This is an optimization exercise on Yosys and OpenROAD, whose aim is small area and a short achievable clock period, not a production implementation.
The RTL was checked by simulation tests, not by an equivalence proof against the original design.
Power figures rest on the tool's default switching activity, not on a simulated workload.

$ cat flow/run.sh
#!/bin/bash
# synth_recipe.tcl (not shown) runs the flow's synth.tcl, then flattens the netlist and writes it again
# the make line also repeats each setting of config.mk as NAME=value (left out here)
make -C /OpenROAD-flow-scripts/flow DESIGN_CONFIG=/design/flow/config.mk WORK_HOME=/design/flow/orfs CLKGATE_MAP_FILE= SYNTH_SCRIPT=/design/flow/synth_recipe.tcl finish
$ cat flow/constraint.sdc
create_clock -name core_clock -period 10.0 [get_ports {CPU_CLK}]
set_input_delay 2.0000 -clock core_clock [delete_from_list [all_inputs] [get_ports {CPU_CLK}]]
set_output_delay 2.0000 -clock core_clock [all_outputs]
set_load 0.01 [all_outputs]
$ cat flow/config.mk
export PLATFORM = sky130hd
export DESIGN_NAME = RV32ICore
export DESIGN_NICKNAME = RV32ICore
export VERILOG_FILES = /design/flow/design.v
export SDC_FILE = /design/flow/constraint.sdc
export NUM_CORES = 4
export LEC_CHECK = 0
export CAP_MARGIN = 20
export CORE_MARGIN = 2
export CORE_UTILIZATION = 40
export SLEW_MARGIN = 20
$ cat flow/design.v
`timescale 1ns / 1ps
module RV32ICore(
    input wire CPU_CLK,
    input wire CPU_RST,
    output wire [31:0] imem_addr,
    input wire [31:0] imem_rdata,
    output wire [31:0] dmem_addr,
    output wire [31:0] dmem_wdata,
    output wire [3:0] dmem_we,
    input wire [31:0] dmem_rdata
    );
    wire clk = CPU_CLK;
    wire rst = CPU_RST;
    reg  [31:2] pc_if;
    reg         pred_id, pred_ex;       
    reg  [31:5] btb_tag [0:7];
    reg  [7:1]  btb_val;                
    reg  [10:0] btb_ofs [0:7];
    reg  [7:0]  btb_st;
    reg  [1:0]  bht [0:7];
    reg  [31:2] pc_id;
    reg         found_id;
    reg         bub_d, fl_d;            
    reg  [31:0] ir_old;
    reg  [31:2] pc_ex;
    reg  [31:0] reg1_ex, reg2_ex;
    reg  [31:0] imm_ex;                 
    reg  [10:0] bofs_ex;                
    reg  [4:0]  rs1_ex, rs2_ex, rd_ex;
    reg         found_ex;
    reg         e_wen, e_ld, e_jalr, e_link, e_br, e_brinv, e_fwd1, e_pc1, e_fwd2, e_rr;
    reg  [1:0]  e_brk;
    reg  [2:0]  e_ldt;
    reg  [2:0]  e_st;                   
    reg  [3:0]  e_alu;
    reg  [31:0] res_m, wdata_m;
    reg  [3:0]  we_m;
    reg  [4:0]  rd_m;
    reg         wen_m, ld_m;
    reg  [2:0]  ldt_m;
    reg  [31:0] res_w;
    reg  [4:0]  rd_w;
    reg         wen_w, ld_w;
    reg  [2:0]  ldt_w;
    reg [31:0] ext;
    always @(*) begin
        case (ldt_w)
            3'd1: case (res_w[1:0])
                      2'b00: ext = {{24{dmem_rdata[7]}},  dmem_rdata[7:0]};
                      2'b01: ext = {{24{dmem_rdata[15]}}, dmem_rdata[15:8]};
                      2'b10: ext = {{24{dmem_rdata[23]}}, dmem_rdata[23:16]};
                      default: ext = {{24{dmem_rdata[31]}}, dmem_rdata[31:24]};
                  endcase
            3'd2: case (res_w[1:0])
                      2'b00: ext = {{16{dmem_rdata[15]}}, dmem_rdata[15:0]};
                      2'b10: ext = {{16{dmem_rdata[31]}}, dmem_rdata[31:16]};
                      default: ext = 32'b0;
                  endcase
            3'd3: ext = (res_w[1:0] == 2'b00) ? dmem_rdata : 32'b0;
            3'd4: case (res_w[1:0])
                      2'b00: ext = {24'b0, dmem_rdata[7:0]};
                      2'b01: ext = {24'b0, dmem_rdata[15:8]};
                      2'b10: ext = {24'b0, dmem_rdata[23:16]};
                      default: ext = {24'b0, dmem_rdata[31:24]};
                  endcase
            3'd5: case (res_w[1:0])
                      2'b00: ext = {16'b0, dmem_rdata[15:0]};
                      2'b10: ext = {16'b0, dmem_rdata[31:16]};
                      default: ext = 32'b0;
                  endcase
            default: ext = 32'b0;
        endcase
    end
    wire [31:0] data_wb = ld_w ? ext : res_w;
    wire [2:0]  idx_if   = pc_if[4:2];
    wire [7:0]  valv     = {btb_val, 1'b1};
    wire        val_if   = valv[idx_if];
    wire        found_if = val_if & (btb_tag[idx_if] == pc_if[31:5]);
    wire        pred_if  = found_if & btb_st[idx_if] & bht[idx_if][1];
    wire [29:0] step_if  = pred_if ? {{19{btb_ofs[idx_if][10]}}, btb_ofs[idx_if]} : 30'd1;
    wire [31:2] npc_pred = pc_if + step_if;
    wire [31:0] inst = bub_d ? ir_old : (fl_d ? 32'b0 : imem_rdata);
    wire [6:0]  opc = inst[6:0];
    wire [2:0]  f3  = inst[14:12];
    wire [6:0]  f7  = inst[31:25];
    wire [4:0]  rs1 = inst[19:15];
    wire [4:0]  rs2 = inst[24:20];
    wire is_op   = opc == 7'b0110011;
    wire is_opi  = opc == 7'b0010011;
    wire is_lui  = opc == 7'b0110111;
    wire is_aui  = opc == 7'b0010111;
    wire is_jal  = opc == 7'b1101111;
    wire is_jalr = opc == 7'b1100111;
    wire is_br   = opc == 7'b1100011;
    wire is_ld   = opc == 7'b0000011;
    wire is_st   = opc == 7'b0100011;
    wire is_sys  = opc == 7'b1110011;
    wire f7_0  = f7 == 7'h00;
    wire f7_20 = f7 == 7'h20;
    wire f7_ok = f7_0 | f7_20;
    wire op_ok  = is_op  & (((f3 == 3'b000) | (f3 == 3'b101)) ? f7_ok : 1'b1);
    wire opi_ok = is_opi & ((f3 == 3'b101) ? f7_ok : 1'b1);
    wire br_ok  = is_br  & (f3 != 3'b010) & (f3 != 3'b011);
    wire ld_ok  = is_ld  & (f3 != 3'b011) & (f3 != 3'b110) & (f3 != 3'b111);
    wire st_ok  = is_st  & ~f3[2] & (f3[1:0] != 2'b11);
    wire sys_ok = is_sys & (f3[1:0] != 2'b00);
    wire sys_rs = sys_ok & ~f3[2];
    reg [3:0] alu_f;
    always @(*) begin
        case (f3)
            3'b000: alu_f = (is_op & f7_20) ? 4'd4 : 4'd3;
            3'b001: alu_f = 4'd0;
            3'b010: alu_f = 4'd8;
            3'b011: alu_f = 4'd9;
            3'b100: alu_f = 4'd5;
            3'b101: alu_f = f7_20 ? 4'd2 : 4'd1;
            3'b110: alu_f = 4'd6;
            default: alu_f = 4'd7;
        endcase
    end
    wire alu_rr   = op_ok | opi_ok;
    wire [3:0] d_alu = alu_rr ? alu_f : (is_lui ? 4'd10 : 4'd3);
    wire d_wen  = op_ok | opi_ok | is_lui | is_aui | is_jal | is_jalr | ld_ok | sys_ok;
    wire d_src1 = op_ok | opi_ok | is_jalr | br_ok | ld_ok | st_ok | sys_rs;
    wire d_src2 = op_ok | br_ok | st_ok;
    wire d_rr   = is_op | is_br;                       
    wire [2:0] d_ldt = ld_ok ? ((f3 == 3'b000) ? 3'd1 : (f3 == 3'b001) ? 3'd2 :
                                (f3 == 3'b010) ? 3'd3 : (f3 == 3'b100) ? 3'd4 : 3'd5) : 3'd0;
    wire [2:0] d_st = st_ok ? {f3[1], f3[1] | f3[0], 1'b1} : 3'b000;
    wire [1:0] d_brk = f3[2] ? (f3[1] ? 2'd2 : 2'd1) : 2'd0;
    wire       d_brinv = f3[0];
    wire [31:0] imm_i = {{21{inst[31]}}, inst[30:20]};
    wire [31:0] imm_s = {{21{inst[31]}}, inst[30:25], inst[11:7]};
    wire [31:0] imm_b = {{20{inst[31]}}, inst[7], inst[30:25], inst[11:8], 1'b0};
    wire [31:0] imm_u = {inst[31:12], 12'b0};
    wire [31:0] imm_j = {{12{inst[31]}}, inst[19:12], inst[20], inst[30:25], inst[24:21], 1'b0};
    wire [31:0] imm = is_st ? imm_s : ((is_lui | is_aui) ? imm_u : (is_sys ? 32'b0 : imm_i));
    wire [31:2] tgt_id = pc_id + (inst[3] ? imm_j[31:2] : imm_b[31:2]);
    wire [31:0] rf_q [0:31];
    assign rf_q[0] = 32'b0;
    genvar g;
    generate
        for (g = 1; g < 32; g = g + 1) begin : rf
            reg [31:0] r;
            always @(posedge clk)
                if (wen_w && rd_w == g)
                    r <= data_wb;
            assign rf_q[g] = r;
        end
    endgenerate
    wire [31:0] reg1 = (rs1 == 5'd0) ? 32'b0 : ((wen_w && rd_w == rs1) ? data_wb : rf_q[rs1]);
    wire [31:0] reg2 = (rs2 == 5'd0) ? 32'b0 : ((wen_w && rd_w == rs2) ? data_wb : rf_q[rs2]);
    wire m1 = e_fwd1 && wen_m && rs1_ex == rd_m && rs1_ex != 5'd0;
    wire w1 = e_fwd1 && wen_w && rs1_ex == rd_w && rs1_ex != 5'd0;
    wire m2 = e_fwd2 && wen_m && rs2_ex == rd_m && rs2_ex != 5'd0;
    wire w2 = e_fwd2 && wen_w && rs2_ex == rd_w && rs2_ex != 5'd0;
    wire [31:0] op1_early = m1 ? res_m : (e_pc1 ? {pc_ex, 2'b00} : reg1_ex);
    wire [31:0] op1  = (w1 & ~m1) ? data_wb : op1_early;
    wire [31:0] fwd2_early = m2 ? res_m : reg2_ex;
    wire [31:0] fwd2 = (w2 & ~m2) ? data_wb : fwd2_early;
    wire [31:0] op2  = e_rr ? fwd2 : imm_ex;
    wire a_sll = e_alu == 4'd0;
    wire a_srl = e_alu == 4'd1;
    wire a_sra = e_alu == 4'd2;
    wire a_add = e_alu == 4'd3;
    wire a_sub = e_alu == 4'd4;
    wire a_xor = e_alu == 4'd5;
    wire a_or  = e_alu == 4'd6;
    wire a_and = e_alu == 4'd7;
    wire a_slt = e_alu == 4'd8;
    wire a_sltu= e_alu == 4'd9;
    wire a_lui = e_alu == 4'd10;
    wire        sub = a_sub | a_slt | a_sltu | e_br;
    wire [32:0] sum = {1'b0, op1} + {1'b0, op2 ^ {32{sub}}} + {32'b0, sub};
    wire        lt_s = (op1[31] ^ op2[31]) ? op1[31] : sum[31];
    wire        lt_u = ~sum[32];
    wire        eq   = op1 == op2;
    function [31:0] rev32(input [31:0] x);
        integer k;
        for (k = 0; k < 32; k = k + 1) rev32[k] = x[31 - k];
    endfunction
    wire [31:0] sh_in  = a_sll ? rev32(op1) : op1;
    wire [32:0] sh_ext = {a_sra & op1[31], sh_in};
    wire [32:0] sh_r   = $signed(sh_ext) >>> op2[4:0];
    wire [31:0] sh_out = a_sll ? rev32(sh_r[31:0]) : sh_r[31:0];
    wire [31:0] alu_out =
        ({32{a_add | a_sub}} & sum[31:0]) |
        ({32{a_sll | a_srl | a_sra}} & sh_out) |
        ({32{a_xor}} & (op1 ^ op2)) |
        ({32{a_or}}  & (op1 | op2)) |
        ({32{a_and}} & (op1 & op2)) |
        {31'b0, (a_slt & lt_s) | (a_sltu & lt_u)} |
        ({32{a_lui}} & op2);
    wire cond = (e_brk == 2'd0) ? eq : ((e_brk == 2'd1) ? lt_s : lt_u);
    wire br   = e_br & (cond ^ e_brinv);
    wire fail = found_ex ? (br ^ pred_ex) : br;
    wire [31:2] link = pc_ex + 30'd1;
    wire [31:0] result = e_link ? {link, 2'b00} : alu_out;
    wire loaduse = e_ld && (rs1 == rd_ex || rs2 == rd_ex);
    wire flush_d = rst | fail | e_jalr | is_jal;
    wire flush_e = rst | fail | e_jalr | (~is_jal & loaduse);
    wire [31:2] npc = fail ? (br ? imm_ex[31:2] : pc_ex) :
                      e_jalr ? sum[31:2] :
                      is_jal ? tgt_id : npc_pred;
    integer i;
    always @(posedge clk) begin
        if (rst)
            pc_if <= 30'd0;
        else if (!loaduse)
            pc_if <= npc;
        pred_id <= rst ? 1'b0 : pred_if;
        pred_ex <= rst ? 1'b0 : pred_id;
        if (!loaduse) begin
            pc_id    <= pc_if;
            found_id <= flush_d ? 1'b0 : found_if;
        end
        bub_d  <= loaduse;
        fl_d   <= flush_d;
        ir_old <= inst;
        pc_ex   <= pc_id;
        reg1_ex <= reg1;
        reg2_ex <= reg2;
        imm_ex  <= br_ok ? {tgt_id, 2'b00} : imm;
        bofs_ex <= imm_b[12:2];
        rs1_ex  <= rs1;
        rs2_ex  <= rs2;
        rd_ex   <= inst[11:7];
        if (flush_e) begin
            found_ex <= 1'b0;
            e_wen <= 1'b0; e_ld <= 1'b0; e_jalr <= 1'b0; e_link <= 1'b0;
            e_br <= 1'b0; e_brinv <= 1'b0; e_brk <= 2'd0;
            e_fwd1 <= 1'b0; e_pc1 <= 1'b0; e_fwd2 <= 1'b0; e_rr <= 1'b0;
            e_ldt <= 3'd0; e_st <= 3'd0; e_alu <= 4'd0;
        end else begin
            found_ex <= found_id;
            e_wen <= d_wen; e_ld <= is_ld; e_jalr <= is_jalr; e_link <= is_jal | is_jalr;
            e_br <= br_ok; e_brinv <= d_brinv; e_brk <= d_brk;
            e_fwd1 <= d_src1; e_pc1 <= is_aui; e_fwd2 <= d_src2; e_rr <= d_rr;
            e_ldt <= d_ldt; e_st <= d_st; e_alu <= d_alu;
        end
        res_m   <= result;
        wdata_m <= fwd2 << {sum[1:0], 3'b000};
        rd_m    <= rd_ex;
        if (rst) begin
            wen_m <= 1'b0; ld_m <= 1'b0; ldt_m <= 3'd0; we_m <= 4'd0;
        end else begin
            wen_m <= e_wen; ld_m <= e_ld; ldt_m <= e_ldt;
            we_m  <= {e_st[2], e_st[2], e_st[1], e_st[0]} << sum[1:0];
        end
        res_w <= res_m;
        rd_w  <= rd_m;
        ld_w  <= ld_m;
        ldt_w <= ldt_m;
        wen_w <= rst ? 1'b0 : wen_m;
        if (rst) begin
            btb_val    <= 7'd0;
            btb_tag[0] <= 27'd0;
            btb_ofs[0] <= 11'd0;
            btb_st[0]  <= 1'b0;
            for (i = 0; i < 8; i = i + 1)
                bht[i] <= 2'b00;
        end else begin
            if (!found_ex) begin
                if (br) begin
                    btb_tag[pc_ex[4:2]] <= pc_ex[31:5];
                    btb_ofs[pc_ex[4:2]] <= bofs_ex;
                    btb_st[pc_ex[4:2]]  <= 1'b1;
                    if (pc_ex[4:2] != 3'd0)
                        btb_val[pc_ex[4:2]] <= 1'b1;
                end
            end else if (!e_br) begin
                btb_st[pc_ex[4:2]] <= 1'b0;
                if (pred_ex)
                    btb_ofs[pc_ex[4:2]] <= 11'd1;
            end else if (br | pred_ex) begin
                btb_st[pc_ex[4:2]] <= br;
            end
            if (e_br)
                bht[pc_ex[4:2]] <= br ? ((bht[pc_ex[4:2]] == 2'b00) ? 2'b01 : 2'b11)
                                      : ((bht[pc_ex[4:2]] == 2'b11) ? 2'b10 : 2'b00);
        end
    end
    assign imem_addr  = {pc_if, 2'b00};
    assign dmem_addr  = res_m;
    assign dmem_wdata = wdata_m;
    assign dmem_we    = we_m;
endmodule
==> results of run 1 <==
-- per-stage QoR --
step	std cells	instance area, um2
3_5_place_dp	9572	87870
5_1_grt	9912	93950
3_3_place_gp	9572	87870
4_1_cts	9910	93920
2_1_floorplan	6906	81480
6_report	9927	93980
-- cell usage after synthesis (all sizes together) (22+ instances only) --
master,number
o211ai,84
nand3,170
nor2b,48
nor4,55
a21o,53
dfxtp,346
edfxtp,1350
a211oi,46
mux2,29
inv,142
ha,165
mux2i,164
a221oi,194
nor3,133
nand2b,32
a222oi,64
o21ai,330
a22oi,642
xnor2,145
a31oi,35
and2,55
o22ai,43
a22o,168
mux4,61
nand2,344
nor2,495
xor2,62
and3,42
clkbuf,377
nand4,191
buf,102
o2111ai,22
a21oi,398
-- sequential cells by signal (all words and copies together) (netlist names), 32 cells and up, named ones only --
signal   flops
btb_ofs     88
btb_tag    216
imm_ex      32
reg1_ex     32
reg2_ex     32
res_m       32
res_w       32
rf.r       992
wdata_m     32
-- report_power, final --
part,leakage [nW],internal (mW),switching (mW)
logic,13.6,0.839,2.12
registers,15.4,8.04,0.278
clock network,2.91,3.83,3.03
-- worst max path at each step --
stage / endpoint / depth (start not counted)
floorplan: btb_tag[4][0] / 24
global placement: btb_ofs[2][10] / 25
detailed placement: btb_ofs[2][10] / 25
CTS: btb_ofs[1][10] / 25
global route: btb_ofs[2][7] / 25
finish: btb_ofs[2][7] / 25
-- cells by family (layout without fill, tap and decap cells) --
| logic type | Yosys count | count (layout) | share of synthesized area [%] |
|---|---|---|---|
| adders and majority gates | 168 | 168 | 2.608 |
| DFF | 1696 | 1696 | 58.26 |
| other | 1 | 18 | 0.004603 |
| muxes | 254 | 254 | 4.102 |
| xor gates and xnor gates | 207 | 207 | 2.225 |
| and+or+nand+nor | 1640 | 1640 | 9.682 |
| AOI/OAI and AO/OA | 2306 | 2306 | 20.11 |
| buffers and inverters | 633 | 966 | 3.016 |
-- area by class of cell --
cell class | instances | area, um2
inverters | 154 | 578.1
well taps | 2672 | 3343
fillers | 18120 | 108300
diodes | 16 | 40.04
repair buffers | 474 | 4074
flip-flops and latches | 1696 | 47480
clock inverters | 110 | 1129
clock buffers | 228 | 4913
multi-input cells | 4577 | 32430
-- worst max-delay path: stages --
cell and delay [ns]:
clkdlybuf4s50_1 0.44, mux2_2 0.33, a21boi_0 0.32, a211o_1 0.66, buf_4 0.36, nand2_1 0.08, buf_4 0.28, nor2_1 0.15
nor3_1 0.07, a21oi_1 0.36, buf_4 0.22, a21oi_1 0.14, xnor2_1 0.21, ha_1 0.27, a21o_1 0.20, a21oi_1 0.18
o21ai_0 0.18, nor3_1 0.17, o21ai_0 0.11, a21o_1 0.20, a32oi_1 0.63, and4_1 0.70, o21ai_1 0.41, a21oi_2 0.37
and3_1 0.71
-- per-layer routing --
metal / vias up / GRT usage (%) / routed length, um
li1: 27890 / - / -
met1: 35190 / 45.95 / 138200
met2: 7594 / 54.50 / 166200
met3: 2339 / 16.39 / 66110
met4: 28 / 29.97 / 42580
met5: - / 0 / 198
==> flow_summary_export.csv, run 1 <==
group,metric,value,unit
sta,finalCritPeriodShare,93.61,%
sta,fin_ws,0.6388,ns
drt,drt-pass1-iter-count,15,
synth,ys_ff_latch,1696,
sta,finalSetupViolCount,0,
synth,syn-cell-area,81480,um2
sta,drv_slew,0,
synth,netlist_top_cells_area,"edfxtp_1 (50%), dfxtp_1 (8.5%), a22oi_1 (5.9%), ha_1 (2.5%), a21oi_1 (2.4%)",
critical_path,startpoint,"dmem_rdata[31]",
min_path,hold_class,"reg -> reg",
drt,drtIter0Drc,16380,
sta,tightest_slew,1.377,ns
sta,slew_headroom,7.326,%
synth,synth_cells,6905,
sta,fmax,106.8,MHz
synth,synth-edff-count,1350,
critical_path,r2r_setup_slack,0.75,ns
synth,ys.flop_type,"edfxtp_1",
clocking,clock_path_buffers,3,
die,placementRows,165,
clocking,clock-root-buffer,"clkbuf_16",
critical_path,critPathLaunchType,"primary input",
clocking,clk_latency,0.89,ns
sta,setup_tns,0,ns
global_routing,antenna_found_initial,31,
sta,final.setup_skew,0.1140,ns
min_path,min_from,"ldt_m[1]",
critical_path,r2r-end,"btb_ofs[2][7]",
sta,layout_min_cycle_time,9.361,ns
drt,wl,413300,um
clocking,tritoncts,"done",
clocking,postCtsHoldBufs,0,
critical_path,end_kind,"flop",
min_path,hold_depth,0,
die,core,202300,um2
critical_path,required,10.45,ns
run_status,status,"no timing/DRC/antenna violations",
sta,hold_violations,0,
drt,viasPerCell,7.358,
cells_and_area,final_cell_mix,"edfxtp_1 (1350), a22oi_1 (642), nor2_1 (397)",
die,die_x,455.3,um
cells_and_area,fin_util,46.45,%
clocking,cts-htree-levels,4,
clocking,numCtsBuffers,180,
placed_design,hpwlAfterDp,267200,um
pwr,power.total,18.14,mW
clocking,cts_setup_buffers,0,
die,dieArea,207300,um2
global_routing,grt_overflow,0,
synth,yosysWarningCount,1,
sta,whs,0.3263,ns
placed_design,place_ws,0.1557,ns
cells_and_area,nets,7317,
critical_path,r2r-start,"ldt_w[1]",
run,maxCapViolations,0,
cells_and_area,drive_above_1_share,11.89,%
die,start_util,40.27,%
clocking,cts_resized,0,
drt,ant_nets,0,
pwr,vdd_drop_max,0.0002002,V
pwr,power_density,193.0,nW/um2
drt,wl_per_cell,41.63,um
cells_and_area,final_common_cell,"edfxtp_1",
clocking,numClockSinks,1696,
die,pin_count,166,
synth,yosysTopAreaCell,"edfxtp_1",
pwr,leakagePower,31.86,nW
critical_path,reg2regPathDepth,21,
min_path,hold-path-endpoint,"ldt_w[1]",
critical_path,arrival,9.81,ns
placed_design,gp_congestion,1.093,
critical_path,crit_fanout,34,
synth,avgSynthCellArea,11.80,um2
synth,yosys.area.top_type_share,49.76,%
cells_and_area,syn2layout_area_growth,15.35,%
drt,vias,73040,
die,die_h,455.3,um
synth,synth.distinct_cells,96,
global_routing,grt_pass1_wl,555100,um
synth,async_reset_ff_share,0,%
synth,ys_seq_area_share,58.26,%
placed_design,io_buffers,163,
global_routing,track_usage,38.51,%
critical_path,critical_path_class,"in -> reg",
global_routing,grt_pass1_vias,67990,
sta,rsz0062_at_grt,"false",
drt,drc,0,
global_routing,grt_start_max_net_pins,65,
clocking,clk_pin_slew,0.06,ns
==> inputs of run 2 (changes only) <==
--- a/flow/config.mk
+++ b/flow/config.mk
@@ -9,3 +9,4 @@
 export CORE_MARGIN = 2
 export CORE_UTILIZATION = 40
+export SETUP_SLACK_MARGIN = 4
 export SLEW_MARGIN = 20
==> flow_summary_export.csv, run 2 <==
group,metric,value,unit
run_status,status,"no timing/DRC/antenna violations",
drt,drt-pass1-iter-count,10,
sta,finalSetupViolCount,0,
synth,synth_compound_area_share,20.11,%
synth,yosys.area.top_type_share,49.76,%
cells_and_area,largest_reg_flops,992,
pwr,vdd_drop_max,0.0002190,V
drt,wl,436600,um
synth,synth_adder_area_share,2.608,%
global_routing,track_usage,40.55,%
critical_path,arrival,7.49,ns
synth,ys_seq_area_share,58.26,%
cells_and_area,regMostFlops,"rf.r",
placed_design,hpwlAfterDp,271800,um
synth,ys.flop_type,"edfxtp_1",
die,start_util,40.27,%
global_routing,grt_start_max_net_pins,65,
critical_path,required,10.73,ns
placed_design,gp_congestion,1.092,
synth,synthSimpleGateAreaFrac,9.682,%
drt,ant_nets,0,
drt,drtIter0Drc,16090,
pwr,leakagePower,34.39,nW
global_routing,grt_overflow,0,
critical_path,reg2regPathDepth,27,
sta,layout_min_cycle_time,6.760,ns
cells_and_area,syn2layout_area_growth,23.17,%
run,maxCapViolations,0,
critical_path,r2r_setup_slack,3.24,ns
synth,synth_top_family_by_area,"compound AO/OA/AOI/OAI gates",
clocking,numCtsBuffers,178,
synth,ys_ff_latch,1696,
cells_and_area,drive_above_1_share,21.02,%
sta,rsz0062_at_grt,"true",
drt,wl_per_cell,42.65,um
die,die_x,455.3,um
cells_and_area,top_regs,"rf.r (992), btb_tag (216), btb_ofs (88)",
pwr,power_density,185.9,nW/um2
sta,fmax,147.9,MHz
clocking,clock_path_buffers,3,
die,dieArea,207300,um2
clocking,numClockSinks,1696,
clocking,postCtsHoldBufs,0,
die,die_h,455.3,um
critical_path,critical_path_class,"reg -> reg",
min_path,hold-path-endpoint,"ldt_w[0]",
placed_design,place_ws,0.6151,ns
die,pin_count,166,
clocking,clk_latency,0.90,ns
drt,vias,75580,
critical_path,end_kind,"flop",
synth,synthXorXnorAreaFrac,2.225,%
critical_path,r2r-end,"pc_if[14]",
synth,yosysWarningCount,1,
cells_and_area,multiInputGateArea,35170,um2
sta,hold_violations,0,
global_routing,grt_pass1_vias,69240,
cells_and_area,final_cell_mix,"edfxtp_1 (1350), a22oi_1 (632), buf_4 (456)",
synth,netlist_top_cells_area,"edfxtp_1 (50%), dfxtp_1 (8.5%), a22oi_1 (5.9%), ha_1 (2.5%), a21oi_1 (2.4%)",
synth,synth.distinct_cells,96,
drt,drc,0,
synth,synth_mux_area_share,4.102,%
sta,slew_headroom,9.046,%
synth,avgSynthCellArea,11.80,um2
cells_and_area,nets,7628,
critical_path,r2r-start,"ir_old[19]",
clocking,tritoncts,"done",
drt,viasPerCell,7.381,
synth,syn-cell-area,81480,um2
critical_path,critPathLaunchType,"flop",
synth,synth_most_common_cell,"edfxtp_1",
placed_design,io_buffers,163,
clocking,cts-htree-levels,4,
min_path,hold_class,"reg -> reg",
sta,final.setup_skew,0.08362,ns
cells_and_area,final_common_cell,"edfxtp_1",
die,placementRows,165,
sta,drv_slew,0,
min_path,min_from,"ldt_m[0]",
synth,synth_cells,6905,
global_routing,antenna_found_initial,27,
critical_path,crit_fanout,17,
min_path,hold_depth,0,
global_routing,grt_pass1_wl,579000,um
synth,yosysTopAreaCell,"edfxtp_1",
sta,finalCritPeriodShare,67.60,%
sta,tightest_slew,1.359,ns
die,core,202300,um2
cells_and_area,fillCellCount,17680,
synth,synth-edff-count,1350,
clocking,clk_pin_slew,0.06,ns
sta,fin_ws,3.240,ns
cells_and_area,seq_area,47490,um2
synth,synth_commonest_cells,"edfxtp_1 (1350), a22oi_1 (642), nor2_1 (495)",
clocking,clock-root-buffer,"clkbuf_16",
sta,setup_tns,0,ns
synth,async_reset_ff_share,0,%
==> run 2: cell families (layout without fill, tap and decap cells) <==
logic type | after synthesis | count (layout)
AOI/OAI and AO/OA | 2306 | 2312
DFF | 1696 | 1696
and+or+nand+nor | 1640 | 1652
buffers and inverters | 633 | 1254
muxes | 254 | 254
xor gates and xnor gates | 207 | 207
adders and majority gates | 168 | 168
other | 1 | 24
==> run 2: repair_timing <==
item,4_1_cts,5_1_grt
resized for setup,548,219
gates cloned,33,12
setup endpoints to repair,767,753
pin swaps,171,145
setup buffers,192,78
==> run 2: worst max-delay path by stage <==
stage / from / end / slack (ns) / depth (start not counted)
after global routing: dmem_rdata[17] / pc_if[14] / 3.28 / 27
after CTS: dmem_rdata[7] / pc_if[31] / 3.58 / 29
after detailed placement: dmem_rdata[23] / e_alu[0] / 0.62 / 27
final: ir_old[19] / pc_if[14] / 3.24 / 27
after global placement: dmem_rdata[23] / e_ldt[2] / 0.70 / 27
after floorplan: dmem_rdata[7] / btb_tag[4][0] / 2.35 / 24
==> run 2: stage by stage <==
| stage | cells | power, mW | area, um2 | hold slack [ns] | utilization (%) |
|---|---|---|---|---|---|
| after detailed placement | 9571 | 11.27 | 88090 | 0.3186 | 43.54 |
| after CTS | 10130 | 18.29 | 98590 | 0.3271 | 48.73 |
| after global placement | 9567 | 11.27 | 88050 | 0.3127 | 43.52 |
| final | 10240 | 18.65 | 100400 | 0.3209 | 49.60 |
| after global routing | 10220 | 18.93 | 100300 | 0.3336 | 49.58 |
| after floorplan | 6906 | 9.712 | 81880 | 0.3096 | - |
==> run 2: report_power, final <==
| part | internal [mW] | total (mW) | switching, mW |
|---|---|---|---|
| Combinational | 1.08 | 3.42 | 2.34 |
| Sequential | 8.04 | 8.32 | 0.279 |
| Clock | 3.81 | 6.91 | 3.10 |
==> run 2: layer usage <==
metal | routed length (um) | GRT usage, % | vias up
met4 | 44700 | 30.83 | 12
met2 | 174700 | 57.01 | 8053
met1 | 146400 | 49.02 | 36600
met5 | 195 | 0.6664 | -
met3 | 70670 | 17.13 | 2321
li1 | - | - | 28600
==> run 2: layout make-up <==
cell class / count / area share, %
clock inverter: 123 / 1.353
clock buffer: 208 / 4.639
multi-input combinational: 4595 / 35.05
inverter: 154 / 0.5822
sequential: 1696 / 47.32
antenna: 22 / 0.05486
timing repair buffer: 769 / 7.674
tap: 2672 / 3.331
==> run 2: worst max-delay path: stages, from the launching register on <==
cell and delay [ns]:
dfxtp_1 0.51, xnor2_1 0.18, and4b_1 0.76, nand2_1 0.73
o211ai_1 0.37, and2_1 0.34, inv_1 0.13, ha_1 0.35
buf_4 0.16, nand2_2 0.09, o21ai_2 0.09, a211oi_2 0.26
nor3_2 0.11, o311ai_4 0.33, and2_1 0.20, o221ai_2 0.14
o21ai_4 0.25, buf_6 0.13, nand4_1 0.14, nand2_2 0.14
inv_4 0.06, ha_4 0.35, buf_4 0.14, buf_6 0.10
nor2_4 0.04, a21oi_2 0.21, a221oi_2 0.09, a22o_1 0.24
==> inputs of run 3 (changes only) <==
--- a/flow/design.v
+++ b/flow/design.v
@@ -19,4 +19,8 @@
     reg  [7:0]  btb_st;
     reg  [1:0]  bht [0:7];
+    reg         pa_v, pa_alloc;
+    reg  [2:0]  pa_idx;
+    reg  [31:5] pa_tag;
+    reg  [10:0] pa_ofs;
     reg  [31:2] pc_id;
     reg         found_id;
@@ -29,5 +33,6 @@
     reg  [4:0]  rs1_ex, rs2_ex, rd_ex;
     reg         found_ex;
-    reg         e_wen, e_ld, e_jalr, e_link, e_br, e_brinv, e_fwd1, e_pc1, e_fwd2, e_rr;
+    reg         ex_v;                   
+    reg         e_wen, e_ld, e_jalr, e_br, e_brinv, e_fwd1, e_pc1, e_fwd2, e_rr;
     reg  [1:0]  e_brk;
     reg  [2:0]  e_ldt;
@@ -75,8 +80,12 @@
     wire [2:0]  idx_if   = pc_if[4:2];
     wire [7:0]  valv     = {btb_val, 1'b1};
-    wire        val_if   = valv[idx_if];
-    wire        found_if = val_if & (btb_tag[idx_if] == pc_if[31:5]);
+    wire        pa_hit   = pa_v & (pa_idx == idx_if);
+    wire        pa_new   = pa_hit & pa_alloc;
+    wire        val_if   = pa_new | valv[idx_if];
+    wire [31:5] tag_if   = pa_new ? pa_tag : btb_tag[idx_if];
+    wire [10:0] ofs_if   = pa_hit ? pa_ofs : btb_ofs[idx_if];
+    wire        found_if = val_if & (tag_if == pc_if[31:5]);
     wire        pred_if  = found_if & btb_st[idx_if] & bht[idx_if][1];
-    wire [29:0] step_if  = pred_if ? {{19{btb_ofs[idx_if][10]}}, btb_ofs[idx_if]} : 30'd1;
+    wire [29:0] step_if  = pred_if ? {{19{ofs_if[10]}}, ofs_if} : 30'd1;
     wire [31:2] npc_pred = pc_if + step_if;
     wire [31:0] inst = bub_d ? ir_old : (fl_d ? 32'b0 : imem_rdata);
@@ -135,6 +144,7 @@
     wire [31:0] imm_u = {inst[31:12], 12'b0};
     wire [31:0] imm_j = {{12{inst[31]}}, inst[19:12], inst[20], inst[30:25], inst[24:21], 1'b0};
-    wire [31:0] imm = is_st ? imm_s : ((is_lui | is_aui) ? imm_u : (is_sys ? 32'b0 : imm_i));
-    wire [31:2] tgt_id = pc_id + (inst[3] ? imm_j[31:2] : imm_b[31:2]);
+    wire [31:0] imm = is_st ? imm_s : ((is_lui | is_aui) ? imm_u :
+                      (is_sys ? 32'b0 : (is_jal ? 32'd4 : imm_i)));
+    wire [31:2] tgt_id = pc_id + (inst[3] ? imm_j[31:2] : (inst[2] ? 30'd1 : imm_b[31:2]));
     wire [31:0] rf_q [0:31];
     assign rf_q[0] = 32'b0;
@@ -171,6 +181,7 @@
     wire a_sltu= e_alu == 4'd9;
     wire a_lui = e_alu == 4'd10;
-    wire        sub = a_sub | a_slt | a_sltu | e_br;
-    wire [32:0] sum = {1'b0, op1} + {1'b0, op2 ^ {32{sub}}} + {32'b0, sub};
+    wire        sub = a_sub | a_slt | a_sltu | e_br;    
+    wire [33:0] sum2 = {1'b0, op1, 1'b1} + {1'b0, op2 ^ {32{sub}}, sub};
+    wire [32:0] sum  = sum2[33:1];
     wire        lt_s = (op1[31] ^ op2[31]) ? op1[31] : sum[31];
     wire        lt_u = ~sum[32];
@@ -192,15 +203,18 @@
         {31'b0, (a_slt & lt_s) | (a_sltu & lt_u)} |
         ({32{a_lui}} & op2);
+    wire v_br    = ex_v & e_br;
+    wire v_found = ex_v & found_ex;
+    wire v_jalr  = ex_v & e_jalr;
+    wire v_ld    = ex_v & e_ld;
     wire cond = (e_brk == 2'd0) ? eq : ((e_brk == 2'd1) ? lt_s : lt_u);
-    wire br   = e_br & (cond ^ e_brinv);
-    wire fail = found_ex ? (br ^ pred_ex) : br;
-    wire [31:2] link = pc_ex + 30'd1;
-    wire [31:0] result = e_link ? {link, 2'b00} : alu_out;
-    wire loaduse = e_ld && (rs1 == rd_ex || rs2 == rd_ex);
-    wire flush_d = rst | fail | e_jalr | is_jal;
-    wire flush_e = rst | fail | e_jalr | (~is_jal & loaduse);
-    wire [31:2] npc = fail ? (br ? imm_ex[31:2] : pc_ex) :
-                      e_jalr ? sum[31:2] :
-                      is_jal ? tgt_id : npc_pred;
+    wire br   = v_br & (cond ^ e_brinv);
+    wire fail = v_found ? (br ^ pred_ex) : br;
+    wire [31:0] result = e_jalr ? reg2_ex : alu_out;    
+    wire loaduse = v_ld && (rs1 == rd_ex || rs2 == rd_ex);
+    wire flush_d = rst | fail | v_jalr | is_jal;
+    wire flush_e = rst | fail | v_jalr | (~is_jal & loaduse);
+    wire [31:2] npc_nf = v_jalr ? sum[31:2] : (is_jal ? tgt_id : npc_pred);
+    wire        fp     = v_found & pred_ex;
+    wire [31:2] npc = br ? (fp ? npc_nf : imm_ex[31:2]) : (fp ? pc_ex : npc_nf);
     integer i;
     always @(posedge clk) begin
@@ -220,5 +234,5 @@
         pc_ex   <= pc_id;
         reg1_ex <= reg1;
-        reg2_ex <= reg2;
+        reg2_ex <= is_jalr ? {tgt_id, 2'b00} : reg2;
         imm_ex  <= br_ok ? {tgt_id, 2'b00} : imm;
         bofs_ex <= imm_b[12:2];
@@ -226,15 +240,10 @@
         rs2_ex  <= rs2;
         rd_ex   <= inst[11:7];
-        if (flush_e) begin
-            found_ex <= 1'b0;
-            e_wen <= 1'b0; e_ld <= 1'b0; e_jalr <= 1'b0; e_link <= 1'b0;
-            e_br <= 1'b0; e_brinv <= 1'b0; e_brk <= 2'd0;
-            e_fwd1 <= 1'b0; e_pc1 <= 1'b0; e_fwd2 <= 1'b0; e_rr <= 1'b0;
-            e_ldt <= 3'd0; e_st <= 3'd0; e_alu <= 4'd0;
-        end else begin
+        ex_v <= ~flush_e;
+        begin
             found_ex <= found_id;
-            e_wen <= d_wen; e_ld <= is_ld; e_jalr <= is_jalr; e_link <= is_jal | is_jalr;
+            e_wen <= d_wen; e_ld <= is_ld; e_jalr <= is_jalr; 
             e_br <= br_ok; e_brinv <= d_brinv; e_brk <= d_brk;
-            e_fwd1 <= d_src1; e_pc1 <= is_aui; e_fwd2 <= d_src2; e_rr <= d_rr;
+            e_fwd1 <= d_src1; e_pc1 <= is_aui | is_jal; e_fwd2 <= d_src2; e_rr <= d_rr;
             e_ldt <= d_ldt; e_st <= d_st; e_alu <= d_alu;
         end
@@ -245,6 +254,6 @@
             wen_m <= 1'b0; ld_m <= 1'b0; ldt_m <= 3'd0; we_m <= 4'd0;
         end else begin
-            wen_m <= e_wen; ld_m <= e_ld; ldt_m <= e_ldt;
-            we_m  <= {e_st[2], e_st[2], e_st[1], e_st[0]} << sum[1:0];
+            wen_m <= ex_v & e_wen; ld_m <= e_ld; ldt_m <= e_ldt;
+            we_m  <= {4{ex_v}} & ({e_st[2], e_st[2], e_st[1], e_st[0]} << sum[1:0]);
         end
         res_w <= res_m;
@@ -253,4 +262,9 @@
         ldt_w <= ldt_m;
         wen_w <= rst ? 1'b0 : wen_m;
+        pa_v     <= ~rst & (v_found ? (~v_br & pred_ex) : br);
+        pa_alloc <= ~v_found;
+        pa_idx   <= pc_ex[4:2];
+        pa_tag   <= pc_ex[31:5];
+        pa_ofs   <= v_found ? 11'd1 : bofs_ex;
         if (rst) begin
             btb_val    <= 7'd0;
@@ -261,20 +275,15 @@
                 bht[i] <= 2'b00;
         end else begin
-            if (!found_ex) begin
-                if (br) begin
-                    btb_tag[pc_ex[4:2]] <= pc_ex[31:5];
-                    btb_ofs[pc_ex[4:2]] <= bofs_ex;
-                    btb_st[pc_ex[4:2]]  <= 1'b1;
-                    if (pc_ex[4:2] != 3'd0)
-                        btb_val[pc_ex[4:2]] <= 1'b1;
+            if (pa_v) begin
+                btb_ofs[pa_idx] <= pa_ofs;
+                if (pa_alloc) begin
+                    btb_tag[pa_idx] <= pa_tag;
+                    if (pa_idx != 3'd0)
+                        btb_val[pa_idx] <= 1'b1;
                 end
-            end else if (!e_br) begin
-                btb_st[pc_ex[4:2]] <= 1'b0;
-                if (pred_ex)
-                    btb_ofs[pc_ex[4:2]] <= 11'd1;
-            end else if (br | pred_ex) begin
-                btb_st[pc_ex[4:2]] <= br;
             end
-            if (e_br)
+            if (v_found | v_br)
+                btb_st[pc_ex[4:2]] <= v_br & (br | (btb_st[pc_ex[4:2]] & ~(v_found & pred_ex)));
+            if (v_br)
                 bht[pc_ex[4:2]] <= br ? ((bht[pc_ex[4:2]] == 2'b00) ? 2'b01 : 2'b11)
                                       : ((bht[pc_ex[4:2]] == 2'b11) ? 2'b10 : 2'b00);
==> flow_summary_export.csv, run 3 <==
group,metric,value,unit
global_routing,grt_overflow,0,
cells_and_area,fillCellCount,18130,
die,pin_count,166,
synth,ys_seq_area_share,58.17,%
drt,wl_per_cell,41.34,um
drt,drt-pass1-iter-count,13,
drt,drtIter0Drc,17630,
synth,synth_commonest_cells,"edfxtp_1 (1350), a22oi_1 (610), nor2_1 (540)",
critical_path,crit_fanout,7,
synth,yosys.area.top_type_share,48.82,%
clocking,numClockSinks,1738,
synth,synth_most_common_cell,"edfxtp_1",
global_routing,antenna_found_initial,42,
cells_and_area,multiInputGateArea,35610,um2
drt,met2_length,168700,um
cells_and_area,regMostFlops,"rf.r",
min_path,min_from,"pc_id[19]",
critical_path,startpoint,"dmem_rdata[31]",
sta,drv_slew,0,
die,dieArea,211300,um2
placed_design,io_buffers,163,
pwr,p_int,13.35,mW
cells_and_area,final_cell_mix,"edfxtp_1 (1350), a22oi_1 (598), buf_4 (448)",
sta,tightest_slew,1.322,ns
global_routing,grt_pass1_vias,69420,
die,placementRows,167,
critical_path,critical_path_class,"in -> reg",
pwr,leakagePower,34.19,nW
sta,final.setup_skew,0.09832,ns
placed_design,gp_congestion,1.072,
drt,dr.max_layer_used,"met5",
clocking,cts-htree-levels,4,
pwr,p_clk_share,36.4,%
sta,setup_tns,0,ns
pwr,power_density,191.3,nW/um2
run_status,status,"no timing/DRC/antenna violations",
critical_path,arrival,7.72,ns
synth,synth_cells,7087,
placed_design,hpwlAfterDp,263300,um
sta,whs,0.3033,ns
cells_and_area,seq_area,48320,um2
cells_and_area,top_regs,"rf.r (992), btb_tag (216), btb_ofs (88)",
sta,hold_violations,0,
die,die_x,459.6,um
pwr,combPwrFrac,18.3,%
clocking,clock-root-buffer,"clkbuf_16",
synth,async_reset_ff_share,0,%
synth,syn-cell-area,83040,um2
critical_path,r2r-start,"pa_alloc",
clocking,clk_latency,0.91,ns
synth,yosysTopAreaCell,"edfxtp_1",
drt,vias,76200,
drt,routed-wl-met3,70490,um
die,die_h,459.6,um
synth,yosysWarningCount,1,
clocking,clock_path_buffers,3,
clocking,clk_pin_slew,0.07,ns
drt,ant_nets,0,
critical_path,crit_slowest_cell,"a2111o_2",
sta,finalCritPeriodShare,69.49,%
cells_and_area,drive_above_1_share,18.79,%
pwr,vdd_drop_max,0.0002077,V
sta,fmax,143.9,MHz
global_routing,track_usage,38.89,%
sta,layout_min_cycle_time,6.949,ns
global_routing,grt_start_max_net_pins,62,
synth,avgSynthCellArea,11.72,um2
synth,ys.flop_type,"edfxtp_1",
run,maxCapViolations,0,
synth,synth-edff-count,1350,
pwr,swShare,30.28,%
cells_and_area,syn2layout_area_growth,20.54,%
clocking,numCtsBuffers,180,
synth,ys_ff_latch,1738,
synth,netlist_top_cells_area,"edfxtp_1 (49%), dfxtp_1 (9.4%), a22oi_1 (5.5%), a21oi_1 (2.8%), ha_1 (2.5%)",
pwr,seq_power_share,45.3,%
synth,synth.distinct_cells,95,
drt,wl_met1,146300,um
min_path,hold_class,"reg -> reg",
critical_path,required,10.77,ns
critical_path,max_stage_delay,0.64,ns
drt,drc,0,
drt,viasPerCell,7.358,
clocking,tritoncts,"done",
global_routing,grt_pass1_wl,569800,um
critical_path,end_kind,"flop",
cells_and_area,largest_reg_flops,992,
critical_path,critPathLaunchType,"primary input",
drt,wl,428100,um
sta,slew_headroom,11.22,%
pwr,p_sw,5.800,mW
sta,finalSetupViolCount,0,
die,core,206700,um2
cells_and_area,nets,7704,
die,start_util,40.19,%
sta,rsz0062_at_grt,"true",
cells_and_area,final_common_cell,"edfxtp_1",
## run 3: cell count changes after synthesis, moves of 32 or more
cell / previous run / this run
o21ai_0: 322 / 223
a21oi_1: 394 / 468
mux2i_1: 164 / 111
nor2_1: 495 / 540
nor3_1: 133 / 176
dfxtp_1: 346 / 388
o22ai_1: 43 / 77
a22oi_1: 642 / 610
## run 3: layout make-up
| type | count | share of cell area [%] |
|---|---|---|
| Clock inverter | 105 | 1.259 |
| Inverter | 182 | 0.7025 |
| Clock buffer | 229 | 4.797 |
| Multi-Input combinational cell | 4692 | 35.58 |
| Antenna cell | 31 | 0.07750 |
| Tap cell | 2704 | 3.380 |
| Sequential cell | 1738 | 48.27 |
| Timing Repair Buffer | 675 | 5.933 |
## run 3: power by group through the flow
stage / clock [mW] / sequential [mW] / combinational [mW]
2_1_floorplan: 0 / 8.64 / 1.48
4_1_cts: 6.98 / 8.64 / 3.14
3_5_place_dp: 0 / 8.79 / 2.88
5_1_grt: 7.25 / 8.65 / 3.56
6_report: 6.97 / 8.67 / 3.51
3_3_place_gp: 0 / 8.80 / 2.86
## run 3: stage by stage
| stage | cells | worst slack [ns] | power [mW] | util (%) | cell area (um2) |
|---|---|---|---|---|---|
| floorplan | 7088 | 2.880 | 10.12 | - | 83420 |
| global placement | 9747 | 0.8454 | 11.66 | 43.35 | 89590 |
| detailed placement | 9749 | 0.8183 | 11.67 | 43.40 | 89680 |
| CTS | 10230 | 3.270 | 18.76 | 47.53 | 98220 |
| global route | 10330 | 2.972 | 19.46 | 48.40 | 100000 |
| finish | 10360 | 3.051 | 19.15 | 48.44 | 100100 |
## run 3: cells by family after synthesis
logic type,Yosys count,share of synthesized area [%]
AOI/OAI and AO/OA,2340,20.07
xor gates and xnor gates,167,1.761
adders and majority gates,170,2.578
buffers and inverters,673,3.098
DFF,1738,58.17
muxes,230,4.131
other,1,0.004516
and+or+nand+nor,1768,10.19
## run 3: timing repair
action,CTS,global route
setup endpoints to repair,133,129
hold buffers,0,0
cloned,14,3
setup buffers,131,91
resized for setup,304,196
pin swaps,90,108
## run 3: path summary, 6_finish.rpt
path	cells past startpoint	slack [ns]	to
max	27	3.05	flop
min	0	0.30	pc_ex[19]
max reg2reg	24	3.31	pc_if[20]
min reg2reg	0	0.30	pc_ex[19]
## run 3: routing by layer
layer | track usage, % | vias to the layer above
li1 | - | 29100
met1 | 47.70 | 36790
met2 | 53.28 | 7970
met3 | 17.22 | 2299
met4 | 29.50 | 43
met5 | 0.8955 | -
## run 3: critical path: cells and delay by family
| family | cells | cell delay, ns |
|---|---|---|
| compound gates | 9 | 2.03 |
| simple gates | 10 | 1.83 |
| buf+inv | 5 | 0.73 |
| mux | 1 | 0.60 |
| fa+ha+maj | 1 | 0.36 |
| xor+xnor | 1 | 0.11 |
==> inputs of run 4 (changes only) <==
--- a/flow/design.v
+++ b/flow/design.v
@@ -31,8 +31,9 @@
     reg  [31:0] imm_ex;                 
     reg  [10:0] bofs_ex;                
-    reg  [4:0]  rs1_ex, rs2_ex, rd_ex;
+    reg  [4:0]  rd_ex;
+    reg         f1_m, f1_w, f1_l, f2_m, f2_w, f2_l;    
     reg         found_ex;
     reg         ex_v;                   
-    reg         e_wen, e_ld, e_jalr, e_br, e_brinv, e_fwd1, e_pc1, e_fwd2, e_rr;
+    reg         e_wen, e_ld, e_jalr, e_br, e_brinv, e_pc1, e_rr;
     reg  [1:0]  e_brk;
     reg  [2:0]  e_ldt;
@@ -78,4 +79,31 @@
     end
     wire [31:0] data_wb = ld_w ? ext : res_w;
+    wire [1:0] la = res_w[1:0];
+    wire x_b  = (ldt_w == 3'd1) | (ldt_w == 3'd4);           
+    wire x_h  = ((ldt_w == 3'd2) | (ldt_w == 3'd5)) & ~la[0];  
+    wire x_w  = (ldt_w == 3'd3) & (la == 2'b00);
+    wire [3:0] s_b0 = ({4{x_b}} & (4'b0001 << la)) |
+                      ({4{x_h}} & (la[1] ? 4'b0100 : 4'b0001)) |
+                      {3'b000, x_w};
+    wire s_b1l1 = (x_h & ~la[1]) | x_w;
+    wire s_b1l3 = x_h & la[1];
+    wire s_hw   = x_w;                                         
+    wire [3:0] s_sg = ({4{ldt_w == 3'd1}} & (4'b0001 << la)) |
+                      ({4{(ldt_w == 3'd2) & ~la[0]}} & (la[1] ? 4'b1000 : 4'b0010));
+    wire s_sb1 = ldt_w == 3'd1;                                
+    wire s_shi = (ldt_w == 3'd1) | ((ldt_w == 3'd2) & ~la[0]);  
+    function [31:0] ld_fwd(input en, input [31:0] d,
+                           input [3:0] b0, input b1l1, input b1l3, input hw,
+                           input [3:0] sg, input sb1, input shi);
+        reg sign;
+        begin
+            sign = |(sg & {d[31], d[23], d[15], d[7]});
+            ld_fwd[7:0]   = {8{en & b0[0]}} & d[7:0]   | {8{en & b0[1]}} & d[15:8] |
+                            {8{en & b0[2]}} & d[23:16] | {8{en & b0[3]}} & d[31:24];
+            ld_fwd[15:8]  = {8{en & b1l1}} & d[15:8] | {8{en & b1l3}} & d[31:24] |
+                            {8{en & sb1 & sign}};
+            ld_fwd[31:16] = {16{en & hw}} & d[31:16] | {16{en & shi & sign}};
+        end
+    endfunction
     wire [2:0]  idx_if   = pc_if[4:2];
     wire [7:0]  valv     = {btb_val, 1'b1};
@@ -87,6 +115,7 @@
     wire        found_if = val_if & (tag_if == pc_if[31:5]);
     wire        pred_if  = found_if & btb_st[idx_if] & bht[idx_if][1];
-    wire [29:0] step_if  = pred_if ? {{19{ofs_if[10]}}, ofs_if} : 30'd1;
-    wire [31:2] npc_pred = pc_if + step_if;
+    wire [31:2] pc_inc   = pc_if + 30'd1;
+    wire [31:2] pc_tgt   = pc_if + {{19{ofs_if[10]}}, ofs_if};
+    wire [31:2] npc_pred = pred_if ? pc_tgt : pc_inc;
     wire [31:0] inst = bub_d ? ir_old : (fl_d ? 32'b0 : imem_rdata);
     wire [6:0]  opc = inst[6:0];
@@ -161,12 +190,16 @@
     wire [31:0] reg1 = (rs1 == 5'd0) ? 32'b0 : ((wen_w && rd_w == rs1) ? data_wb : rf_q[rs1]);
     wire [31:0] reg2 = (rs2 == 5'd0) ? 32'b0 : ((wen_w && rd_w == rs2) ? data_wb : rf_q[rs2]);
-    wire m1 = e_fwd1 && wen_m && rs1_ex == rd_m && rs1_ex != 5'd0;
-    wire w1 = e_fwd1 && wen_w && rs1_ex == rd_w && rs1_ex != 5'd0;
-    wire m2 = e_fwd2 && wen_m && rs2_ex == rd_m && rs2_ex != 5'd0;
-    wire w2 = e_fwd2 && wen_w && rs2_ex == rd_w && rs2_ex != 5'd0;
-    wire [31:0] op1_early = m1 ? res_m : (e_pc1 ? {pc_ex, 2'b00} : reg1_ex);
-    wire [31:0] op1  = (w1 & ~m1) ? data_wb : op1_early;
-    wire [31:0] fwd2_early = m2 ? res_m : reg2_ex;
-    wire [31:0] fwd2 = (w2 & ~m2) ? data_wb : fwd2_early;
+    wire n1_m = d_src1 && rs1 != 5'd0 && ex_v && e_wen && rs1 == rd_ex;
+    wire n1_w = d_src1 && rs1 != 5'd0 && wen_m && rs1 == rd_m;
+    wire n2_m = d_src2 && rs2 != 5'd0 && ex_v && e_wen && rs2 == rd_ex;
+    wire n2_w = d_src2 && rs2 != 5'd0 && wen_m && rs2 == rd_m;
+    wire l1 = f1_l;
+    wire l2 = f2_l;
+    wire [31:0] op1_early = f1_m ? res_m : (f1_w ? res_w : (e_pc1 ? {pc_ex, 2'b00} : reg1_ex));
+    wire [31:0] op1  = ({32{~l1}} & op1_early) |
+                       ld_fwd(l1, dmem_rdata, s_b0, s_b1l1, s_b1l3, s_hw, s_sg, s_sb1, s_shi);
+    wire [31:0] fwd2_early = f2_m ? res_m : (f2_w ? res_w : reg2_ex);
+    wire [31:0] fwd2 = ({32{~l2}} & fwd2_early) |
+                       ld_fwd(l2, dmem_rdata, s_b0, s_b1l1, s_b1l3, s_hw, s_sg, s_sb1, s_shi);
     wire [31:0] op2  = e_rr ? fwd2 : imm_ex;
     wire a_sll = e_alu == 4'd0;
@@ -181,10 +214,12 @@
     wire a_sltu= e_alu == 4'd9;
     wire a_lui = e_alu == 4'd10;
-    wire        sub = a_sub | a_slt | a_sltu | e_br;    
+    wire        sub = a_sub | a_slt | a_sltu;
     wire [33:0] sum2 = {1'b0, op1, 1'b1} + {1'b0, op2 ^ {32{sub}}, sub};
     wire [32:0] sum  = sum2[33:1];
     wire        lt_s = (op1[31] ^ op2[31]) ? op1[31] : sum[31];
     wire        lt_u = ~sum[32];
-    wire        eq   = op1 == op2;
+    wire        b_ltu = op1 < fwd2;
+    wire        b_lt  = (op1[31] ^ fwd2[31]) ? op1[31] : b_ltu;
+    wire        eq    = op1 == fwd2;
     function [31:0] rev32(input [31:0] x);
         integer k;
@@ -207,5 +242,5 @@
     wire v_jalr  = ex_v & e_jalr;
     wire v_ld    = ex_v & e_ld;
-    wire cond = (e_brk == 2'd0) ? eq : ((e_brk == 2'd1) ? lt_s : lt_u);
+    wire cond = (e_brk == 2'd0) ? eq : ((e_brk == 2'd1) ? b_lt : b_ltu);
     wire br   = v_br & (cond ^ e_brinv);
     wire fail = v_found ? (br ^ pred_ex) : br;
@@ -237,6 +272,10 @@
         imm_ex  <= br_ok ? {tgt_id, 2'b00} : imm;
         bofs_ex <= imm_b[12:2];
-        rs1_ex  <= rs1;
-        rs2_ex  <= rs2;
+        f1_m <= n1_m;
+        f1_w <= n1_w & ~n1_m & ~ld_m;
+        f1_l <= n1_w & ~n1_m & ld_m;
+        f2_m <= n2_m;
+        f2_w <= n2_w & ~n2_m & ~ld_m;
+        f2_l <= n2_w & ~n2_m & ld_m;
         rd_ex   <= inst[11:7];
         ex_v <= ~flush_e;
@@ -245,5 +284,5 @@
             e_wen <= d_wen; e_ld <= is_ld; e_jalr <= is_jalr; 
             e_br <= br_ok; e_brinv <= d_brinv; e_brk <= d_brk;
-            e_fwd1 <= d_src1; e_pc1 <= is_aui | is_jal; e_fwd2 <= d_src2; e_rr <= d_rr;
+            e_pc1 <= is_aui | is_jal; e_rr <= d_rr;
             e_ldt <= d_ldt; e_st <= d_st; e_alu <= d_alu;
         end
==> flow_summary_export.csv, run 4 <==
group,metric,value,unit
run_status,status,"no timing/DRC/antenna violations",
cells_and_area,fillCellCount,18780,
run,maxCapViolations,0,
synth,yosys.area.top_type_share,47.94,%
placed_design,io_buffers,163,
sta,layout_min_cycle_time,6.030,ns
min_path,min_from,"ldt_m[1]",
cells_and_area,multiInputGateArea,35700,um2
cells_and_area,final_cell_mix,"edfxtp_1 (1350), a22oi_1 (488), nand2_1 (418)",
die,die_h,463.8,um
clocking,clk_latency,0.90,ns
cells_and_area,regMostFlops,"rf.r",
cells_and_area,nets,7620,
die,core,209800,um2
cells_and_area,final_common_cell,"edfxtp_1",
global_routing,grt_pass1_vias,69810,
critical_path,reg2regPathDepth,19,
die,start_util,40.31,%
synth,synth_most_common_cell,"edfxtp_1",
synth,ys_seq_area_share,57.23,%
placed_design,gp_congestion,1.046,
die,dieArea,215100,um2
cells_and_area,top_regs,"rf.r (992), btb_tag (216), btb_ofs (88)",
sta,setup_tns,0,ns
sta,finalSetupViolCount,0,
critical_path,worstSetupEndpoint,"reg1_ex[21]",
drt,vias,74970,
critical_path,r2r_setup_slack,4.08,ns
clocking,clk_pin_slew,0.06,ns
drt,viasPerCell,7.254,
synth,netlist_top_cells_area,"edfxtp_1 (48%), dfxtp_1 (9.3%), a22oi_1 (4.4%), ha_1 (2.9%), a221oi_1 (2.4%)",
global_routing,track_usage,37.88,%
drt,drc,0,
sta,final.setup_skew,0.08766,ns
drt,drtIter0Drc,16110,
global_routing,grt_start_max_net_pins,71,
synth,synth.distinct_cells,108,
die,placementRows,168,
sta,hold_violations,0,
critical_path,required,10.69,ns
pwr,leakagePower,33.81,nW
sta,slew_headroom,8.869,%
synth,avgSynthCellArea,11.87,um2
sta,drv_slew,0,
cells_and_area,fin_util,47.34,%
sta,fmax,165.8,MHz
cells_and_area,syn2layout_area_growth,17.46,%
synth,synth-edff-count,1350,
critical_path,arrival,6.72,ns
clocking,clock_path_buffers,3,
global_routing,grt_pass1_wl,572900,um
cells_and_area,drive_above_1_share,15.74,%
critical_path,critPathLaunchType,"primary input",
sta,tightest_slew,1.354,ns
sta,rsz0062_at_grt,"true",
critical_path,critical_path_class,"in -> reg",
pwr,vdd_drop_max,0.0002134,V
sta,fin_ws,3.970,ns
placed_design,hpwlAfterDp,272000,um
synth,yosysWarningCount,1,
die,pin_count,166,
cells_and_area,seq_area,48440,um2
drt,drt-pass1-iter-count,15,
synth,ys_ff_latch,1742,
pwr,power_density,192.4,nW/um2
synth,syn-cell-area,84550,um2
global_routing,antenna_found_initial,28,
clocking,numCtsBuffers,184,
cells_and_area,largest_reg_flops,992,
clocking,postCtsHoldBufs,0,
clocking,clock-root-buffer,"clkbuf_16",
cells_and_area,stdcell_area,99320,um2
synth,synth_commonest_cells,"edfxtp_1 (1350), a22oi_1 (492), nor2_1 (475)",
placed_design,place_ws,1.319,ns
critical_path,end_kind,"flop",
critical_path,startpoint,"imem_rdata[18]",
die,die_x,463.8,um
clocking,cts-htree-levels,4,
drt,wl,424700,um
synth,ys.flop_type,"edfxtp_1",
min_path,hold_class,"reg -> reg",
critical_path,crit_fanout,18,
synth,async_reset_ff_share,0,%
clocking,numClockSinks,1742,
synth,yosysTopAreaCell,"edfxtp_1",
placed_design,placed_area,90990,um2
synth,synth_cells,7122,
drt,wl_per_cell,41.09,um
critical_path,r2r-end,"found_id",
critical_path,r2r-start,"f1_m",
clocking,tritoncts,"done",
drt,ant_nets,0,
global_routing,grt_overflow,0,
sta,finalCritPeriodShare,60.30,%
[run 4: cell types whose count changed after synthesis, sizes merged, moves of 44 or more]
cell and change:
a22oi -118, a21oi -101, nand2 +71, nor3 -68, a222oi +63, mux2i +63, nor2 -62, a221oi +55
a211oi +44
[run 4: critical path, cell delays in order]
cell             delay (ns)
clkdlybuf4s50_1        0.60
inv_1                  0.07
o41ai_1                0.55
nand2_1                0.41
nor2_4                 1.00
buf_4                  0.59
a22o_1                 0.24
a221oi_1               0.05
nand3_1                0.12
nor3_1                 0.12
a221oi_1               0.92
[run 4: what timing repair did]
action	CTS	global route
buffers inserted	64	41
pin swaps	31	38
resized for setup	189	106
endpoints found under the hold margin	0	0
cloned	5	4
endpoints found under the setup margin	105	80
[run 4: routing by layer]
metal / vias to the layer above / global-route usage [%] / wire length (um)
li1: 29080 / - / -
met1: 36460 / 46.90 / 148000
met4: 27 / 25.23 / 37700
met5: - / 0.4234 / 331
met3: 2066 / 14.23 / 63710
met2: 7338 / 54.94 / 174900
[run 4: final cells by class]
type	count	area share [%]
sequential	1742	48.77
multi-input combinational	4705	35.95
clock buffer	246	5.027
timing repair buffer	544	4.924
tap	2805	3.534
clock inverter	96	1.070
inverter	178	0.6828
antenna	19	0.04787
[run 4: worst min path at each step]
stage                    end  slack (ns)  depth (start not counted)
floorplan           ldt_w[0]        0.31                          0
global placement    ldt_w[0]        0.32                          0
detailed placement  ldt_w[1]        0.32                          0
CTS                 ldt_w[1]        0.33                          0
global route        ldt_w[1]        0.33                          0
finish              ldt_w[1]        0.33                          0
[run 4: cell families after synthesis]
| family | Yosys count | synth area share, % |
|---|---|---|
| buf+inv | 679 | 3.105 |
| flops | 1742 | 57.23 |
| xor+xnor | 166 | 1.720 |
| fa+ha+maj | 199 | 2.962 |
| compound gates | 2301 | 20.14 |
| other cells | 1 | 0.004435 |
| mux | 296 | 4.803 |
| simple gates | 1738 | 10.04 |
[run 4: where the power goes]
group / switching [mW] / leakage, nW / total [mW] / internal [mW]
clock: 3.10 / 2.93 / 6.96 / 3.86
combinational: 2.31 / 15.3 / 3.38 / 1.07
sequential: 0.391 / 15.6 / 8.78 / 8.39
total: 5.80 / 33.8 / 19.1 / 13.3
[run 4: per-stage QoR]
stage	total power [mW]	hold WS, ns	instances
after global routing	19.46	0.3336	10320
after CTS	18.86	0.3306	10270
after floorplan	10.25	0.3096	7123
final	19.11	0.3282	10340
after global placement	11.94	0.3153	9856
after detailed placement	11.96	0.3179	9858
==> inputs of run 5 (changes only) <==
--- a/flow/config.mk
+++ b/flow/config.mk
@@ -8,5 +8,5 @@
 export CAP_MARGIN = 20
 export CORE_MARGIN = 2
-export CORE_UTILIZATION = 40
+export CORE_UTILIZATION = 55
 export SETUP_SLACK_MARGIN = 4
 export SLEW_MARGIN = 20
==> flow_summary_export.csv, run 5 <==
group,metric,value,unit
pwr,vdd_drop_max,0.0001734,V
critical_path,critical_path_class,"in -> reg",
critical_path,arrival,7.11,ns
cells_and_area,drive_above_1_share,16.61,%
cells_and_area,stdcell_area,98940,um2
drt,ant_nets,0,
clocking,numCtsBuffers,176,
drt,drtIter0Drc,18250,
clocking,clock-root-buffer,"clkbuf_16",
placed_design,placed_area,89830,um2
cells_and_area,final_cell_mix,"edfxtp_1 (1350), a22oi_1 (490), nand2_1 (415)",
critical_path,end_kind,"flop",
die,die_h,396.1,um
synth,avgSynthCellArea,11.87,um2
drt,vias,76770,
synth,synth_commonest_cells,"edfxtp_1 (1350), a22oi_1 (492), nor2_1 (475)",
min_path,min_from,"ldt_m[0]",
global_routing,grt_use_met2,68.70,%
clocking,clk_latency,0.85,ns
global_routing,use_met1,63.26,%
synth,synth_most_common_cell,"edfxtp_1",
critical_path,r2r-start,"e_pc1",
pwr,leakagePower,33.91,nW
die,start_util,55.53,%
sta,setup_tns,0,ns
die,dieArea,156900,um2
min_path,hold_depth,0,
sta,hold_violations,0,
drt,drt-pass1-iter-count,17,
placed_design,io_buffers,163,
placed_design,hpwlAfterDp,262200,um
sta,slew_headroom,5.728,%
die,die_x,396.1,um
global_routing,grt_pass1_vias,70160,
global_routing,grt.busiest_layer,"met2",
cells_and_area,top_regs,"rf.r (992), btb_tag (216), btb_ofs (88)",
critical_path,r2r-end,"ex_v",
critical_path,crit_fanout,17,
synth,ys.flop_type,"edfxtp_1",
min_path,hold_class,"reg -> reg",
cells_and_area,instances_no_fill,9547,
sta,layout_min_cycle_time,6.378,ns
sta,drv_slew,0,
drt,wl_per_cell,43.62,um
placed_design,dp_cells,9070,
synth,ys_ff_latch,1742,
die,pin_count,166,
drt,wl,416400,um
global_routing,grt.met3_usage,26.13,%
min_path,hold-path-endpoint,"ldt_w[0]",
die,core,152300,um2
sta,finalCritPeriodShare,63.78,%
pwr,power_density,193.7,nW/um2
clocking,cts-htree-levels,4,
pwr,power.total,19.16,mW
clocking,numClockSinks,1742,
drt,drc,0,
cells_and_area,final_common_cell,"edfxtp_1",
cells_and_area,nets,7619,
die,placementRows,143,
critical_path,critPathLaunchType,"primary input",
clocking,postCtsHoldBufs,0,
clocking,tritoncts,"done",
synth,syn-cell-area,84550,um2
cells_and_area,regMostFlops,"rf.r",
synth,yosys.area.top_type_share,47.94,%
sta,tightest_slew,1.411,ns
clocking,clk_pin_slew,0.06,ns
synth,ys_seq_area_share,57.23,%
run,maxCapViolations,0,
synth,yosysTopAreaCell,"edfxtp_1",
sta,finalSetupViolCount,0,
global_routing,grt_start_max_net_pins,71,
critical_path,r2r_setup_slack,3.75,ns
sta,final.setup_skew,0.07386,ns
synth,synth_cells,7122,
synth,netlist_top_cells_area,"edfxtp_1 (48%), dfxtp_1 (9.3%), a22oi_1 (4.4%), ha_1 (2.9%), a221oi_1 (2.4%)",
critical_path,reg2regPathDepth,18,
global_routing,grt_pass1_wl,561400,um
synth,synth-edff-count,1350,
run_status,status,"no timing/DRC/antenna violations",
drt,viasPerCell,8.041,
synth,yosysWarningCount,1,
clocking,clock_path_buffers,3,
global_routing,antenna_found_initial,27,
sta,rsz0062_at_grt,"true",
global_routing,track_usage,51.40,%
cells_and_area,syn2layout_area_growth,17.02,%
global_routing,grt_overflow,0,
sta,whs,0.3343,ns
cells_and_area,largest_reg_flops,992,
placed_design,gp_congestion,1.092,
critical_path,required,10.73,ns
synth,async_reset_ff_share,0,%
synth,synth.distinct_cells,108,
sta,fmax,156.8,MHz
-- run 5: cell counts after synthesis --
Identical to the previous run, type by type.
-- run 5: worst max-delay path, stage by stage --
cell and delay (ns):
clkdlybuf4s50_1 0.81, nand2b_1 0.18, o32ai_1 0.43, nand2_1 0.33, nor2_4 1.12, buf_4 0.60
a22o_1 0.22, a221oi_1 0.05, nand4_1 0.17, o22ai_1 0.22, o21ai_0 0.70, a22o_1 0.22
-- run 5: where the power goes --
| group | internal (mW) | switching [mW] | total (mW) |
|---|---|---|---|
| combinational | 1.07 | 2.31 | 3.38 |
| clock | 3.97 | 3.05 | 7.03 |
| sequential | 8.39 | 0.369 | 8.76 |
| total | 13.4 | 5.73 | 19.2 |
-- run 5: timing repair --
action / in CTS / in global routing
endpoints found under the hold margin: 0 / 0
cloned: 9 / 3
pin swaps: 34 / 67
resized for setup: 214 / 174
setup endpoints to repair: 113 / 87
setup buffers: 63 / 58
-- run 5: cell type report --
cell class | instances | area, um2
multi-input combinational | 4706 | 36240
sequential | 1742 | 48440
clock inverter | 117 | 1474
timing repair inverter | 1 | 5.005
fill | 11430 | 53320
timing repair buffer | 549 | 4933
antenna | 14 | 35.03
tap | 2030 | 2540
clock buffer | 210 | 4603
inverter | 178 | 678.2
-- run 5: per-layer routing --
layer | share of wire, % | up-vias | wire length, um
li1 | - | 29040 | -
met1 | 33 | 36570 | 136900
met2 | 39 | 8536 | 161500
met3 | 18 | 2571 | 75440
met4 | 10 | 50 | 41630
met5 | 0.23 | - | 960
-- run 5: cell families (layout without fill, tap and decap cells) --
logic type,after synthesis,count (layout),synth area share [%]
flip-flops,1742,1742,57.23
AND/OR/NAND/NOR,1738,1741,10.04
adder cells (fa/ha/maj),199,199,2.962
XOR/XNOR,166,166,1.720
multiplexers,296,296,4.803
other,1,16,0.004435
buffers and inverters,679,1055,3.105
AO/OA/AOI/OAI,2301,2302,20.14
-- run 5: per-stage QoR --
step,setup WS [ns],utilization (%)
floorplan,3.878,-
global placement,1.219,58.98
detailed placement,1.190,59.00
CTS,3.998,64.00
global route,3.870,64.96
finish,3.622,64.98
-- run 5: how the worst max path moves through the flow --
| stage | from | to | slack (ns) | depth (start not counted) |
|---|---|---|---|---|
| 2_1_floorplan | dmem_rdata[31] | pc_if[25] | 3.88 | 20 |
| 3_3_place_gp | flop | pc_if[30] | 1.22 | 23 |
| 3_5_place_dp | flop | pc_if[30] | 1.19 | 23 |
| 4_1_cts | pc_if[4] | pc_if[30] | 4.00 | 25 |
| 5_1_grt | flop | pc_if[23] | 3.87 | 27 |
| 6_report | imem_rdata[24] | reg2_ex[2] | 3.62 | 12 |

static timing again, ports no longer ideal:
The flow's constraints put no driver on any port. The routed layouts listed below were extracted and timed again, unchanged, in two steps. Step 1 sets driving cells, clkbuf_16 on the clock port and buf_2 on the other inputs (assumed; they add their load-dependent delay and slew). Step 2, shift: input delay + t, output delay - t, t = (earliest + latest rising clock arrival at the registers) / 2. This alone moves slack from input paths to output paths. Three values: no drivers, after step 1, after step 2; two values: the first two.
run	t (ns)	setup WS [ns]	pins driven straight from the clock port
run 1	0.920	0.639 / 0.687 / -0.233	1
run 2	0.949	3.240 / 3.240 / 2.439	1
run 3	0.949	3.051 / 3.103 / 2.155	1
run 4	0.948	3.970 / 4.017 / 3.069	1
run 5	0.902	3.622 / 3.655 / 2.753	1
Met with ideal ports but missed after step 2: setup timing in run 1. For run 4, which loses most, drivers alone change the setup slack by +0.047 ns; drivers and shift together by -0.901 ns.
